Background: an optimization exercise with open tools, aiming at small area and a short achievable clock period. Do not read the settings as production practice.
For this run, only the layout was checked, not whether the RTL still works.
Power figures rest on the tool's default switching activity, not on a simulated workload.

==> design.v <==
module ks_sum #(parameter N = 25, parameter L = 5) (
	input  wire [N-1:0] g,
	input  wire [N-1:0] p,
	input  wire         cin,
	output wire [N-1:0] s
);
	wire [N-1:0] gg [0:L];
	wire [N-1:0] pp [0:L];
	assign gg[0] = g;
	assign pp[0] = p;
	genvar k, i;
	generate
		for (k = 0; k < L; k = k + 1) begin : lvl
			for (i = 0; i < N; i = i + 1) begin : bit_
				if (i >= (1 << k)) begin : comb
					assign gg[k+1][i] = gg[k][i] | (pp[k][i] & gg[k][i - (1 << k)]);
					assign pp[k+1][i] = pp[k][i] & pp[k][i - (1 << k)];
				end else begin : pass
					assign gg[k+1][i] = gg[k][i];
					assign pp[k+1][i] = pp[k][i];
				end
			end
		end
	endgenerate
	assign s = p ^ {gg[L][N-2:0], cin};
endmodule
module ks_add #(parameter N = 8, parameter L = 3) (
	input  wire [N-1:0] a,
	input  wire [N-1:0] b,
	input  wire         cin,
	output wire [N-1:0] s,
	output wire         cout
);
	wire [N-1:0] p = a ^ b;
	wire [N-1:0] g [0:L];
	wire [N-1:0] q [0:L];
	assign g[0] = {(a[N-1:1] & b[N-1:1]), (a[0] & b[0]) | (p[0] & cin)};
	assign q[0] = p;
	genvar k, i;
	generate
		for (k = 0; k < L; k = k + 1) begin : lvl
			for (i = 0; i < N; i = i + 1) begin : bit_
				if (i >= (1 << k)) begin : comb
					assign g[k+1][i] = g[k][i] | (q[k][i] & g[k][i - (1 << k)]);
					assign q[k+1][i] = q[k][i] & q[k][i - (1 << k)];
				end else begin : pass
					assign g[k+1][i] = g[k][i];
					assign q[k+1][i] = q[k][i];
				end
			end
		end
	endgenerate
	assign s = p ^ {g[L][N-2:0], cin};
	assign cout = g[L][N-1];
endmodule
module lzc25(
	input  wire [24:0] v,
	output wire [4:0]  n
);
	wire [31:0] x = {v, 7'h7f};
	wire [15:0] z1;             
	wire [15:0] c1;             
	genvar i;
	generate
		for (i = 0; i < 16; i = i + 1) begin : l1
			assign z1[i] = ~(x[2*i+1] | x[2*i]);
			assign c1[i] = ~x[2*i+1];
		end
	endgenerate
	wire [7:0] z2;
	wire [1:0] c2 [0:7];
	generate
		for (i = 0; i < 8; i = i + 1) begin : l2
			assign z2[i] = z1[2*i+1] & z1[2*i];
			assign c2[i] = z1[2*i+1] ? {1'b1, c1[2*i]} : {1'b0, c1[2*i+1]};
		end
	endgenerate
	wire [3:0] z3;
	wire [2:0] c3 [0:3];
	generate
		for (i = 0; i < 4; i = i + 1) begin : l3
			assign z3[i] = z2[2*i+1] & z2[2*i];
			assign c3[i] = z2[2*i+1] ? {1'b1, c2[2*i]} : {1'b0, c2[2*i+1]};
		end
	endgenerate
	wire [1:0] z4;
	wire [3:0] c4 [0:1];
	generate
		for (i = 0; i < 2; i = i + 1) begin : l4
			assign z4[i] = z3[2*i+1] & z3[2*i];
			assign c4[i] = z3[2*i+1] ? {1'b1, c3[2*i]} : {1'b0, c3[2*i+1]};
		end
	endgenerate
	assign n = z4[1] ? {1'b1, c4[0]} : {1'b0, c4[1]};
endmodule
module float_addsub(
	input wire clk,
	input wire [31:0] v1,
	input wire [31:0] v2,
	input wire op,
	output wire [31:0] vres
);
	wire        s1 = v1[31];
	wire        s2 = v2[31] ^ op;
	wire [7:0]  e1 = v1[30:23];
	wire [7:0]  e2 = v2[30:23];
	wire        sub = s1 ^ s2;
	wire [30:0] bg = v1[30:0] & ~v2[30:0];
	wire [30:0] be = ~(v1[30:0] ^ v2[30:0]);
	function automatic [1:0] cmpc(input [1:0] hi, input [1:0] lo);  
		cmpc = {hi[1] | (hi[0] & lo[1]), hi[0] & lo[0]};
	endfunction
	function automatic [1:0] cmp8(input [7:0] g, input [7:0] e);
		reg [1:0] a0, a1, a2, a3, b0, b1;
		begin
			a0 = cmpc({g[1], e[1]}, {g[0], e[0]});
			a1 = cmpc({g[3], e[3]}, {g[2], e[2]});
			a2 = cmpc({g[5], e[5]}, {g[4], e[4]});
			a3 = cmpc({g[7], e[7]}, {g[6], e[6]});
			b0 = cmpc(a1, a0);
			b1 = cmpc(a3, a2);
			cmp8 = cmpc(b1, b0);
		end
	endfunction
	wire [1:0] ce  = cmp8(bg[30:23], be[30:23]);
	wire [1:0] cf2 = cmp8(bg[22:15], be[22:15]);
	wire [1:0] cf1 = cmp8(bg[14:7], be[14:7]);
	wire [1:0] cf0 = cmp8({bg[6:0], 1'b0}, {be[6:0], 1'b1});
	wire [1:0] cf  = cmpc(cf2, cmpc(cf1, cf0));
	wire        gt = ce[1] | (ce[0] & cf[1]);    
	wire        eq = ce[0] & cf[0];
	wire [7:0]  d12;
	wire        c12;
	ks_add #(8, 3) ad12(.a(e1), .b(~e2), .cin(1'b1), .s(d12), .cout(c12));
	reg         r1_s1, r1_eqs, r1_sub, r1_gt, r1_gtn;
	reg  [7:0]  r1_e;
	reg  [22:0] r1_f1, r1_f2;
	reg  [7:0]  r1_d12;
	reg         r1_c12;
	always @(posedge clk) begin
		r1_s1   <= s1;
		r1_eqs  <= eq & sub;                
		r1_sub  <= sub;
		r1_gt   <= gt;                      
		r1_gtn  <= ~gt;                     
		r1_e    <= ce[1] ? e1 : e2;
		r1_f1   <= v1[22:0];
		r1_f2   <= v2[22:0];
		r1_d12  <= d12;                     
		r1_c12  <= c12;                     
	end
	wire        neg = ~r1_c12;
	wire [7:0]  d;
	genvar k;
	assign d[0] = r1_d12[0];
	generate
		for (k = 1; k < 8; k = k + 1) begin : absd
			assign d[k] = r1_d12[k] ^ (neg & (r1_d12[k-1:0] != 0));
		end
	endgenerate
	wire        ez = (r1_e == d);
	wire        far = ez | (d[7:5] != 3'd0) | (d[4:3] == 2'b11);
	wire [22:0] fb = r1_gt ? r1_f1 : r1_f2;
	wire [23:0] x0 = {1'b1, r1_gtn ? r1_f1 : r1_f2};
	wire [23:0] x1 = d[0] ? {1'b0, x0[23:1]} : x0;
	wire [23:0] x2 = d[1] ? {2'b0, x1[23:2]} : x1;
	reg         r2_s, r2_sub;
	reg  [7:0]  r2_e;
	reg  [22:0] r2_fb;
	reg  [23:0] r2_x;
	reg  [2:0]  r2_sh;
	always @(posedge clk) begin
		r2_s    <= (r1_gt ? r1_s1 : r1_s1 ^ r1_sub) & ~r1_eqs;
		r2_sub  <= r1_sub;
		r2_e    <= r1_e + 8'd1;
		r2_fb   <= fb;
		r2_x    <= x2 & {24{~far}};
		r2_sh   <= d[4:2];
	end
	wire [23:0] x3 = r2_sh[0] ? {4'b0, r2_x[23:4]} : r2_x;
	wire [23:0] x4 = r2_sh[1] ? {8'b0, x3[23:8]} : x3;
	wire [23:0] x5 = r2_sh[2] ? {16'b0, x4[23:16]} : x4;
	wire        hb = (r2_e != 8'd1);
	wire [24:0] opa = {1'b0, hb, r2_fb & {23{hb}}};
	wire [24:0] opb = {r2_sub, x5 ^ {24{r2_sub}}};
	wire [24:0] gen = {opa[24:1] & opb[24:1], (opa[0] & opb[0]) | ((opa[0] ^ opb[0]) & r2_sub)};
	wire [24:0] pro = opa ^ opb;
	reg         r3_s, r3_cin;
	reg  [7:0]  r3_e;
	reg  [24:0] r3_g, r3_p;
	always @(posedge clk) begin
		r3_s    <= r2_s;
		r3_cin  <= r2_sub;
		r3_e    <= r2_e;
		r3_g    <= gen;
		r3_p    <= pro;
	end
	wire [24:0] sum;
	ks_sum #(25, 5) addm(.g(r3_g), .p(r3_p), .cin(r3_cin), .s(sum));
	reg         r4_s;
	reg  [7:0]  r4_e;
	reg  [24:0] r4_r;
	always @(posedge clk) begin
		r4_s    <= r3_s;
		r4_e    <= r3_e;
		r4_r    <= sum;
	end
	wire [4:0] lz;
	lzc25 lzm(.v(r4_r), .n(lz));
	reg         r5_s;
	reg  [7:0]  r5_e;
	reg  [24:0] r5_r;
	reg  [4:0]  r5_lz;
	always @(posedge clk) begin
		r5_s    <= r4_s;
		r5_e    <= r4_e;
		r5_r    <= r4_r;
		r5_lz   <= lz;
	end
	wire [24:0] n0 = r5_lz[4] ? {r5_r[8:0], 16'b0} : r5_r;
	wire [24:0] n1 = r5_lz[3] ? {n0[16:0], 8'b0} : n0;
	wire [24:0] n2 = r5_lz[2] ? {n1[20:0], 4'b0} : n1;
	wire [24:0] n3 = r5_lz[1] ? {n2[22:0], 2'b0} : n2;
	wire [24:0] n4 = r5_lz[0] ? {n3[23:0], 1'b0} : n3;
	reg         r6_s;
	reg  [7:0]  r6_e;
	reg  [4:0]  r6_lz;
	reg  [22:0] r6_f;
	always @(posedge clk) begin
		r6_s    <= r5_s;
		r6_e    <= r5_e;
		r6_lz   <= r5_lz;
		r6_f    <= n4[23:1];
	end
	wire [7:0]  ne = (r6_lz == 5'd25) ? 8'd0 : r6_e - {3'b0, r6_lz};
	reg  [31:0] r7;
	always @(posedge clk) begin
		r7 <= {r6_s, ne, r6_f};
	end
	assign vres = r7;
endmodule
==> flow/run.sh <==
#!/bin/bash
set -euo pipefail
export BUFFER_PORTS_ARGS="-buffer_cell sky130_fd_sc_hd__buf_1"
bash standard.sh > standard_flow.log 2>&1
==> standard.sh <==
#!/bin/bash
# synth_recipe.tcl (not shown) runs the flow's synth.tcl, then flattens the netlist and writes it again
# the make line also repeats each setting of config.mk as NAME=value (left out here)
make -C /OpenROAD-flow-scripts/flow DESIGN_CONFIG=/design/flow/config.mk WORK_HOME=/design/flow/orfs CLKGATE_MAP_FILE= SYNTH_SCRIPT=/design/flow/synth_recipe.tcl "${@:-finish}"
==> config.mk <==
export PLATFORM = sky130hd
export DESIGN_NAME = float_addsub
export DESIGN_NICKNAME = float_addsub
export VERILOG_FILES = /design/flow/design.v
export SDC_FILE = /design/flow/constraint.sdc
export NUM_CORES = 4
export LEC_CHECK = 0
export CAP_MARGIN = 20
export CORE_MARGIN = 2
export CORE_UTILIZATION = 60
export CTS_BUF_LIST = sky130_fd_sc_hd__clkbuf_16
export CTS_CLUSTER_DIAMETER = 100
export CTS_CLUSTER_SIZE = 30
export SETUP_SLACK_MARGIN = 1.95
export SLEW_MARGIN = 20
==> constraint.sdc <==
create_clock -name core_clock -period 4.0 [get_ports {clk}]
set_input_delay 0.8000 -clock core_clock [delete_from_list [all_inputs] [get_ports {clk}]]
set_output_delay 0.8000 -clock core_clock [all_outputs]
set_load 0.01 [all_outputs]
==> notes.md <==
==> report_power, final <==
group	switching, W	total (W)	internal, W	leakage (nW)
Clock	0.000914	0.00159	0.000679	0.189
Sequential	0.000774	0.00501	0.00423	2.75
Combinational	0.00147	0.00289	0.00142	2.94
==> cell usage in the layout (no fill, tap or decap), types with 5 or more instances in the layout <==
cell type,netlist,routed
xnor2_1,55,55
a21oi_2,0,21
a31oi_1,9,9
o211ai_1,8,8
a211oi_1,11,8
a21o_1,31,31
and3_1,5,5
dfxtp_1,327,317
mux2i_1,42,42
nand3_1,13,13
nor2_1,65,63
o21ai_1,2,6
a21oi_1,76,55
nor2b_1,21,20
nor3_1,20,18
nand3b_1,6,6
o21ai_0,47,41
ha_1,62,57
buf_4,0,15
buf_1,8,97
ha_4,0,5
and2_1,23,23
xor2_1,22,20
nand4_1,11,11
o22ai_1,8,8
inv_1,58,55
nor4_1,9,5
clkbuf_16,0,17
mux4_2,30,30
dfxtp_2,0,7
nand2b_1,8,8
nand2_1,111,111
mux2_2,36,36
==> layer usage <==
| layer | vias up | global-route usage |
|---|---|---|
| met2 | 166 | 0.409 |
| li1 | 4371 | - |
| met1 | 3828 | 0.260 |
| met5 | - | 0 |
| met4 | 0 | 0.0755 |
| met3 | 54 | 0.0242 |
==> stage by stage <==
stage               cells   util
finish               1574  0.683
global route         1574  0.683
CTS                  1567  0.673
detailed placement   1540  0.643
global placement     1540  0.642
floorplan            1207      -
==> state kept, by name, summed over array words and instances (netlist names), 3 cells and up <==
register,flops
r2_fb,23
r1_f2,23
r5_e,8
r2_e,8
r7,32
r1_e,8
r3_g,24
r6_lz,5
r1_d12,8
r3_e,8
r4_r,25
r2_x,24
r1_f1,23
r5_lz,5
r4_e,8
r6_f,23
r6_e,8
r5_r,24
r2_sh,3
r3_p,24
==> kinds of logic after synthesis <==
kind of cell | count (synthesis) | share of synthesized area
flops | 327 | 0.511
simple gates | 302 | 0.112
compound gates | 220 | 0.107
mux | 108 | 0.117
buf+inv | 107 | 0.0336
xor+xnor | 79 | 0.0552
fa+ha+maj | 64 | 0.0637
==> final cells by class <==
class / count / area, um2
clock inverters: 1 / 5.00
repair buffers: 123 / 684
fillers: 1696 / 6630
flip-flops and latches: 327 / 6570
multi-input cells: 774 / 6120
clock buffers: 15 / 375
well taps: 275 / 344
inverters: 59 / 223
==> critical path: stages (launching register included) <==
cell      delay, ns
dfxtp_4        0.37
buf_12         0.12
or3_4          0.36
nor2_4         0.12
nor2_2         0.05
xor2_2         0.21
xor2_2         0.20
buf_6          0.15
o22ai_4        0.10
buf_12         0.18
a211oi_2       0.14
==> timing repair <==
| item | 4_1_cts | 5_1_grt |
|---|---|---|
| pin swaps | 11 | 14 |
| hold buffers | 0 | 0 |
| endpoints found under the setup margin | 80 | 55 |
| resized for setup | 31 | 31 |
| setup buffers | 8 | 6 |
| cloned | 3 | 1 |
==> worst max-delay path by stage <==
| stage | from | end | slack, ns | cells past startpoint |
|---|---|---|---|---|
| after floorplan | v2[28] | r1_e[5] | 1.95 | 9 |
| after global placement | r2_sh[0] | r3_p[4] | 1.52 | 5 |
| after detailed placement | v2[30] | r1_e[2] | 1.49 | 6 |
| after CTS | r1_d12[0] | r2_x[22] | 1.92 | 10 |
| after global routing | r1_d12[0] | r2_x[21] | 1.83 | 10 |
| final | r1_d12[0] | r2_x[21] | 1.90 | 10 |
==> flow_summary_export.csv <==
group,metric,value,unit
synth,synth_edf_count,0,
synth,ys.flop_type,"dfxtp_1",
detailed_routing,via_per_inst,5.35,
die,fp-row-count,53,
clock_network,cts.clk_slew.worst_paths,0.11,ns
placement,gp_congestion,0.913,
synth,async_reset_ff_frac,0,
synth,synth_area_per_cell,10.6,um2
critical_path,endpoint_kind,"flop",
sta,final.setup.tns,0,ns
placement,hpwlAfterDp,18.1,mm
detailed_routing,routed_wl,24.4,mm
flow_run,maxCapViolations,0,
min_path,min-delay-start,"r5_e[3]",
min_path,min_path_type,"reg2reg",
placement,pre_cts_slack,1.49,ns
global_route,grt_usage,0.219,
finish,drive_above_1_share,0.139,
clock_network,ctsHtreeMaxLevel,1,
placement,io_buffer_count,97,
detailed_routing,wl_met2,12.3,mm
pwr,p_leak,5.87,nW
detailed_routing,dr.pass1.iters,5,
synth,syn_nets,1337,
critical_path,crit_fanout,6,
die,dieArea,22500,um2
global_route,grt_overflow_total,0,
sta,hold_viol_final,0,
synth,yosys_register_bits,327,
global_route,antenna_found_initial,0,
die,die_y,150,um
critical_path,crit_type,"reg2reg",
sta,setup_viol,0,
clock_network,clockBufferDepth,3,
detailed_routing,drt_iter0_markers,240,
synth,yosysMostFrequentCell,"dfxtp_1",
pwr,irDropWorstVdd,276,uV
synth,ys_seq_area_frac,0.511,
clock_network,root_buffer,"clkbuf_16",
sta,rsz0062_at_grt,"yes",
critical_path,cp.arrival,2.51,ns
min_path,hold_end,"r6_e[3]",
global_route,first_global_vias,8283,
die,core,21000,um2
clock_network,cts_tree,"done",
global_route,grt_max_degree,36,
sta,worst_slack,1.90,ns
sta,whs,0.329,ns
sta,slew_headroom,0.301,
die,top_level_ports,98,
sta,maxSlewViolCount,0,
synth,synth_common_cells,"327 x dfxtp_1, 111 x nand2_1, 76 x a21oi_1, 65 x nor2_1, 62 x ha_1",
finish,area_delta_synth_final,11.8,%
synth,yosysUniqueCellTypes,59,
sta,fmax,0.477,GHz
synth,synth_area_leaders,"dfxtp_1 51%, ha_1 6.1%, mux4_2 5.3%",
sta,period_share,0.524,
sta,fin_worst_skew,0.0170,ns
clock_network,cts.sinks,327,
critical_path,r2r_slack,1.90,ns
critical_path,reg2reg_from,"r1_d12[0]",
detailed_routing,vias,8419,
finish,diodes,0,
placement,place_area,13500,um2
finish,stdcell_area,14300,um2
detailed_routing,top_layer,"met4",
detailed_routing,drtAntennaViolNets,0,
die,die_w,150,um
min_path,worstHoldPathCells,0,
pwr,total_power,0.00949,W
outcome,status,"timing/DRC/antenna clean",
sta,post-route-min-period,2.10,ns
detailed_routing,dr_wl_met3,781,um
clock_network,cts_buffers,14,
clock_network,clkLatencyLatePin,0.50,ns
global_route,grt_pass1_wl,39.6,mm
sta,worst_pin_slew,1.05,ns
pwr,power_density,663,nW/um2
synth,synth_cells,1207,
critical_path,worstReg2RegEnd,"r2_x[21]",
critical_path,worstRegToRegCells,10,
critical_path,required,4.41,ns
synth,synth_area,12800,um2
synth,synth.top_cell.area_share,0.511,
detailed_routing,wl_met1,10.5,mm
synth,ys_warn_count,4,
finish,fin_nets,1429,
critical_path,start_kind,"flop",
synth,synth_largest_area_cell,"dfxtp_1",
die,start_util,0.611,
detailed_routing,drc_errors,0,
detailed_routing,avgRoutedWirePerCell,15.5,um

-- separate check: timing with driven ports --
No port has a modelled driver above. Below, the same layout with a new extraction and two added sets of constraints.
Step 1: set_driving_cell puts a clkbuf_16 on clk and a buf_2 on each other input, an assumption about the parent block.
Step 2 times the ports against the registers' clock, not the clock port: input delays grow and output delays shrink by t, the midpoint of the rising clock arrivals with the driver on.
Slacks: no drivers / after step 1 / after step 2; pairs: no drivers / after step 1.
shift t [ns]: 0.538
slack for setup (ns): 1.905 / 1.905 / 1.567
worst setup path after step 2: input to register
slew at the worst register clock pin (ns): 0.11 / 0.11
After both steps setup and hold are still met in this run. For this run, drivers alone change the setup slack by 0.000 ns; drivers and shift together by -0.338 ns.
